Context: an optimization exercise on an open-source flow, tuned for small area and a short achievable clock period. The choices shown serve that exercise and are no tape-out recipe. RTL that was checked went through simulation tests only; none was proved equivalent to the original. Power figures rest on the tool's default switching activity, not on a simulated workload.

Design PipelinedRadix4BoothWallace32, start of the top module:
module PipelinedRadix4BoothWallace32
(
    input logic clk,
    input logic run,
    input logic signedFlag,  
    input logic [32 - 1 : 0] multiplicand,
    input logic [32 - 1 : 0] multiplier,
    output logic [64 - 1 : 0] out
);
Size: about 3100 cells after synthesis, about 130 I/O pins.
export LEC_CHECK = 0
export CAP_MARGIN = 20
export CORE_MARGIN = 2
export CORE_UTILIZATION = 62
export CTS_BUF_LIST = sky130_fd_sc_hd__clkbuf_4 sky130_fd_sc_hd__clkbuf_8
export CTS_CLUSTER_SIZE = 30
export PLACE_DENSITY = 0.72
export SETUP_SLACK_MARGIN = 1.7
export SLEW_MARGIN = 20
export SYNTH_HIERARCHICAL = 1
export SYNTH_MINIMUM_KEEP_SIZE = 0
create_clock -name core_clock -period 4.2 [get_ports {clk}]
run.sh (not shown) runs the stock make flow with config.mk's settings and CLKGATE_MAP_FILE= SYNTH_SCRIPT=/design/flow/synth_recipe.tcl, a recipe that flattens the netlist after the stock synthesis.
The starting point completed without violations.
Edit:
CORE_UTILIZATION = 45   (was 62)
PLACE_DENSITY = 0.6   (was 0.72)
Outcome: The new run finished with timing, DRC and antenna clean; synthesized cell count stays the same; first-iteration DRC count came out lower by 18%; utilization went down by 18 points; critical path depth does not change; combinational power barely changes; register-to-register slack gets better by 0.03 ns; via count barely changes; clock-buffer cell count does not change; wire length rises by 7.6%; final area goes up by 1.8%; hold slack is better by 0.021 ns.
Edit:
CORE_UTILIZATION = 50   (was 45)
PLACE_DENSITY = 0.65   (was 0.6)
SETUP_SLACK_MARGIN = 1.5   (was 1.7)
Worst setup slack got worse by 0.21 ns.
Via count went down by 2.0%.
Non-clock buffer count went down by 50.
Design area came out lower by 2.0%.
Power shrinks by 1.1%.
Register-to-register slack got worse by 0.21 ns.
Utilization grows by 4.7 points.
Clock skew goes down by 0.018 ns.
Fmax fell by 7.6%.
Synthesized area stays the same.
Die area shrinks by 9.9%.
Edit:
GPL_TIMING_DRIVEN = 0   (was unset)
SETUP_SLACK_MARGIN = 1.7   (was 1.5)
- synthesized cell count is unchanged
- critical path depth goes up by 2
- die area stays the same
- sequential power stays flat
- final area grows by about 10%
- via count increases by about 8%
- setup slack is better by 0.045 ns

---

PipelinedRadix4BoothWallace32 again, from the RTL that the note above started with.
make LEC_CHECK=0 CAP_MARGIN=20 CORE_MARGIN=2 CORE_UTILIZATION=50 CTS_BUF_LIST='sky130_fd_sc_hd__clkbuf_4 sky130_fd_sc_hd__clkbuf_8' CTS_CLUSTER_SIZE=30 PLACE_DENSITY=0.65 SETUP_SLACK_MARGIN=1.75 SLEW_MARGIN=20 SYNTH_HIERARCHICAL=1 SYNTH_MINIMUM_KEEP_SIZE=0 finish   # period 4.2 ns
The baseline completed without violations.
==> next run, changes <==
--- a/flow/config.mk
+++ b/flow/config.mk
@@ -13,3 +13,3 @@
 export PLACE_DENSITY = 0.65
-export SETUP_SLACK_MARGIN = 1.75
+export SETUP_SLACK_MARGIN = 1.8
 export SLEW_MARGIN = 20
Outcome: Hold slack loses 0.0064 ns; cell count rises by 1.9%; worst setup slack loses 0.062 ns.

---

Starting RTL as in the previous note.
==> flow/config.mk <==
export PLATFORM = sky130hd
export DESIGN_NAME = PipelinedRadix4BoothWallace32
export DESIGN_NICKNAME = PipelinedRadix4BoothWallace32
export VERILOG_FILES = /design/flow/design.v
export SDC_FILE = /design/flow/constraint.sdc
export NUM_CORES = 4
export LEC_CHECK = 0
export CAP_MARGIN = 20
export CORE_MARGIN = 2
export CORE_UTILIZATION = 50
export CTS_BUF_LIST = sky130_fd_sc_hd__clkbuf_4 sky130_fd_sc_hd__clkbuf_8
export CTS_CLUSTER_SIZE = 30
export PLACE_DENSITY = 0.65
export SETUP_SLACK_MARGIN = 1.65
export SLEW_MARGIN = 20
export SYNTH_HIERARCHICAL = 1
export SYNTH_MINIMUM_KEEP_SIZE = 0
==> flow/constraint.sdc <==
create_clock -name core_clock -period 4.2 [get_ports {clk}]
set_input_delay 0.8400 -clock core_clock [delete_from_list [all_inputs] [get_ports {clk}]]
set_output_delay 0.8400 -clock core_clock [all_outputs]
set_load 0.01 [all_outputs]
The first run completed with no timing, DRC or antenna violations.
Change:
--- a/flow/config.mk
+++ b/flow/config.mk
@@ -13,3 +13,3 @@
 export PLACE_DENSITY = 0.65
-export SETUP_SLACK_MARGIN = 1.65
+export SETUP_SLACK_MARGIN = 1.7
 export SLEW_MARGIN = 20
Register-to-register slack improved by 0.02 ns; non-clock buffer count increases by 21; total power increases by 0.89%; sequential cell count stays the same; via count increases by 0.56%.
Change:
--- a/flow/config.mk
+++ b/flow/config.mk
@@ -13,3 +13,3 @@
 export PLACE_DENSITY = 0.65
-export SETUP_SLACK_MARGIN = 1.7
+export SETUP_SLACK_MARGIN = 1.9
 export SLEW_MARGIN = 20
After rerunning: Setup slack is worse by 0.057 ns; utilization is higher by 5.8 points; total power goes up by a few percent; fmax falls by a few percent; hold slack gains 0.017 ns; design area rose by roughly a tenth; routed wire length rose by about a fifth; sequential power stays flat; register-to-register slack loses 0.06 ns.
Change:
--- a/flow/config.mk
+++ b/flow/config.mk
@@ -7,3 +7,3 @@
 export LEC_CHECK = 0
-export CAP_MARGIN = 20
+export CAP_MARGIN = 0
 export CORE_MARGIN = 2
@@ -13,4 +13,4 @@
 export PLACE_DENSITY = 0.65
-export SETUP_SLACK_MARGIN = 1.9
-export SLEW_MARGIN = 20
+export SETUP_SLACK_MARGIN = 1.7
+export SLEW_MARGIN = 0
 export SYNTH_HIERARCHICAL = 1
After rerunning: The new run completed without violations. Worst setup slack is better by 0.020 ns. Die area is unchanged. Cell count is lower by 3.7%. Global-route usage fell by 2.2 points. Non-clock buffer count goes down by 170. Clock-buffer cell count decreases by 6. Clock power came out higher by about 1%. Hold slack is worse by 0.0090 ns. Routed wire length came out lower by 12%.

---

Setup of alpha:
Another version of the RTL of PipelinedRadix4BoothWallace32 (not shown whole).
For scale: ~3100 cells after synthesis, about 130 I/O pins, roughly 44000 um^2 of cells after synthesis.
Settings: LEC_CHECK=0, CAP_MARGIN=20, CORE_MARGIN=2, CORE_UTILIZATION=50, CTS_BUF_LIST=sky130_fd_sc_hd__clkbuf_8, CTS_CLUSTER_DIAMETER=40, CTS_CLUSTER_SIZE=40, PLACE_DENSITY=0.65, SETUP_SLACK_MARGIN=1.7, SLEW_MARGIN=20, SYNTH_HIERARCHICAL=1, SYNTH_MINIMUM_KEEP_SIZE=0; clock period 4.2 ns.
What beta does differently from alpha at the input level:
# alpha
export LEC_CHECK = 0
export CAP_MARGIN = 20
export CORE_MARGIN = 2
export CORE_UTILIZATION = 50
export CTS_BUF_LIST = sky130_fd_sc_hd__clkbuf_8
export CTS_CLUSTER_DIAMETER = 40
export CTS_CLUSTER_SIZE = 40
export PLACE_DENSITY = 0.65
export SETUP_SLACK_MARGIN = 1.7
export SLEW_MARGIN = 20
export SYNTH_HIERARCHICAL = 1
export SYNTH_MINIMUM_KEEP_SIZE = 0
create_clock -name core_clock -period 4.2 [get_ports {clk}]
# beta
export LEC_CHECK = 0
export CAP_MARGIN = 20
export CORE_MARGIN = 2
export CORE_UTILIZATION = 55
export CTS_BUF_LIST = sky130_fd_sc_hd__clkbuf_4 sky130_fd_sc_hd__clkbuf_8
export CTS_CLUSTER_SIZE = 30
export PLACE_DENSITY = 0.72
export SETUP_SLACK_MARGIN = 1.7
export SLEW_MARGIN = 20
export SYNTH_HIERARCHICAL = 1
export SYNTH_MINIMUM_KEEP_SIZE = 0
create_clock -name core_clock -period 4.2 [get_ports {clk}]
Results
Clock-pin slew on the worst setup and hold paths delta (alpha -> beta): insignificant
beta: combinational power about 3% above alpha
Delta (beta minus alpha): multi-input logic area neither gained nor lost much, non-clock buffer count in the final layout saw an increase, achievable frequency went down.
Overall via count from detail_route up 769 in beta wrt alpha
No run of this note included a check of the RTL's function; only the layout flow was run.

afterwards: timing with drivers on the ports:
The flow's constraints put no driver on any port. The routed layouts listed below were extracted and timed again, unchanged, in two steps. Step 1: set_driving_cell puts a clkbuf_16 on clk and a buf_2 on each other input, an assumption about the parent block. Step 2 also shifts input and output timing later by t, the mid clock arrival at the registers, as if the neighbouring blocks saw the same clock. Slacks: no drivers / after step 1 / after step 2; pairs: no drivers / after step 1.
run	shift t [ns]	setup WS [ns]	worst setup path at the end
the first run of note 1	0.786	1.660 / 1.660 / 1.660	register to register
the second run of note 1	0.846	1.690 / 1.690 / 1.690	register to register
the third run of note 1	0.800	1.484 / 1.484 / 1.484	register to register
the fourth run of note 1	0.829	1.529 / 1.529 / 1.219	input to register
the first run of note 2	0.792	1.658 / 1.658 / 1.658	register to register
the second run of note 2	0.816	1.596 / 1.596 / 1.596	register to register
the first run of note 3	0.814	1.658 / 1.655 / 1.658	register to register
the second run of note 3	0.810	1.676 / 1.676 / 1.676	register to register
the third run of note 3	0.822	1.619 / 1.619 / 1.619	register to register
the fourth run of note 3	0.849	1.639 / 1.639 / 1.639	register to register
alpha	0.823	1.684 / 1.684 / 1.684	register to register
beta	0.806	1.643 / 1.643 / 1.643	register to register
After both steps every run listed still meets setup and hold. For the fourth run of note 1, which loses most, drivers alone change the setup slack by 0.000 ns; drivers and shift together by -0.310 ns.
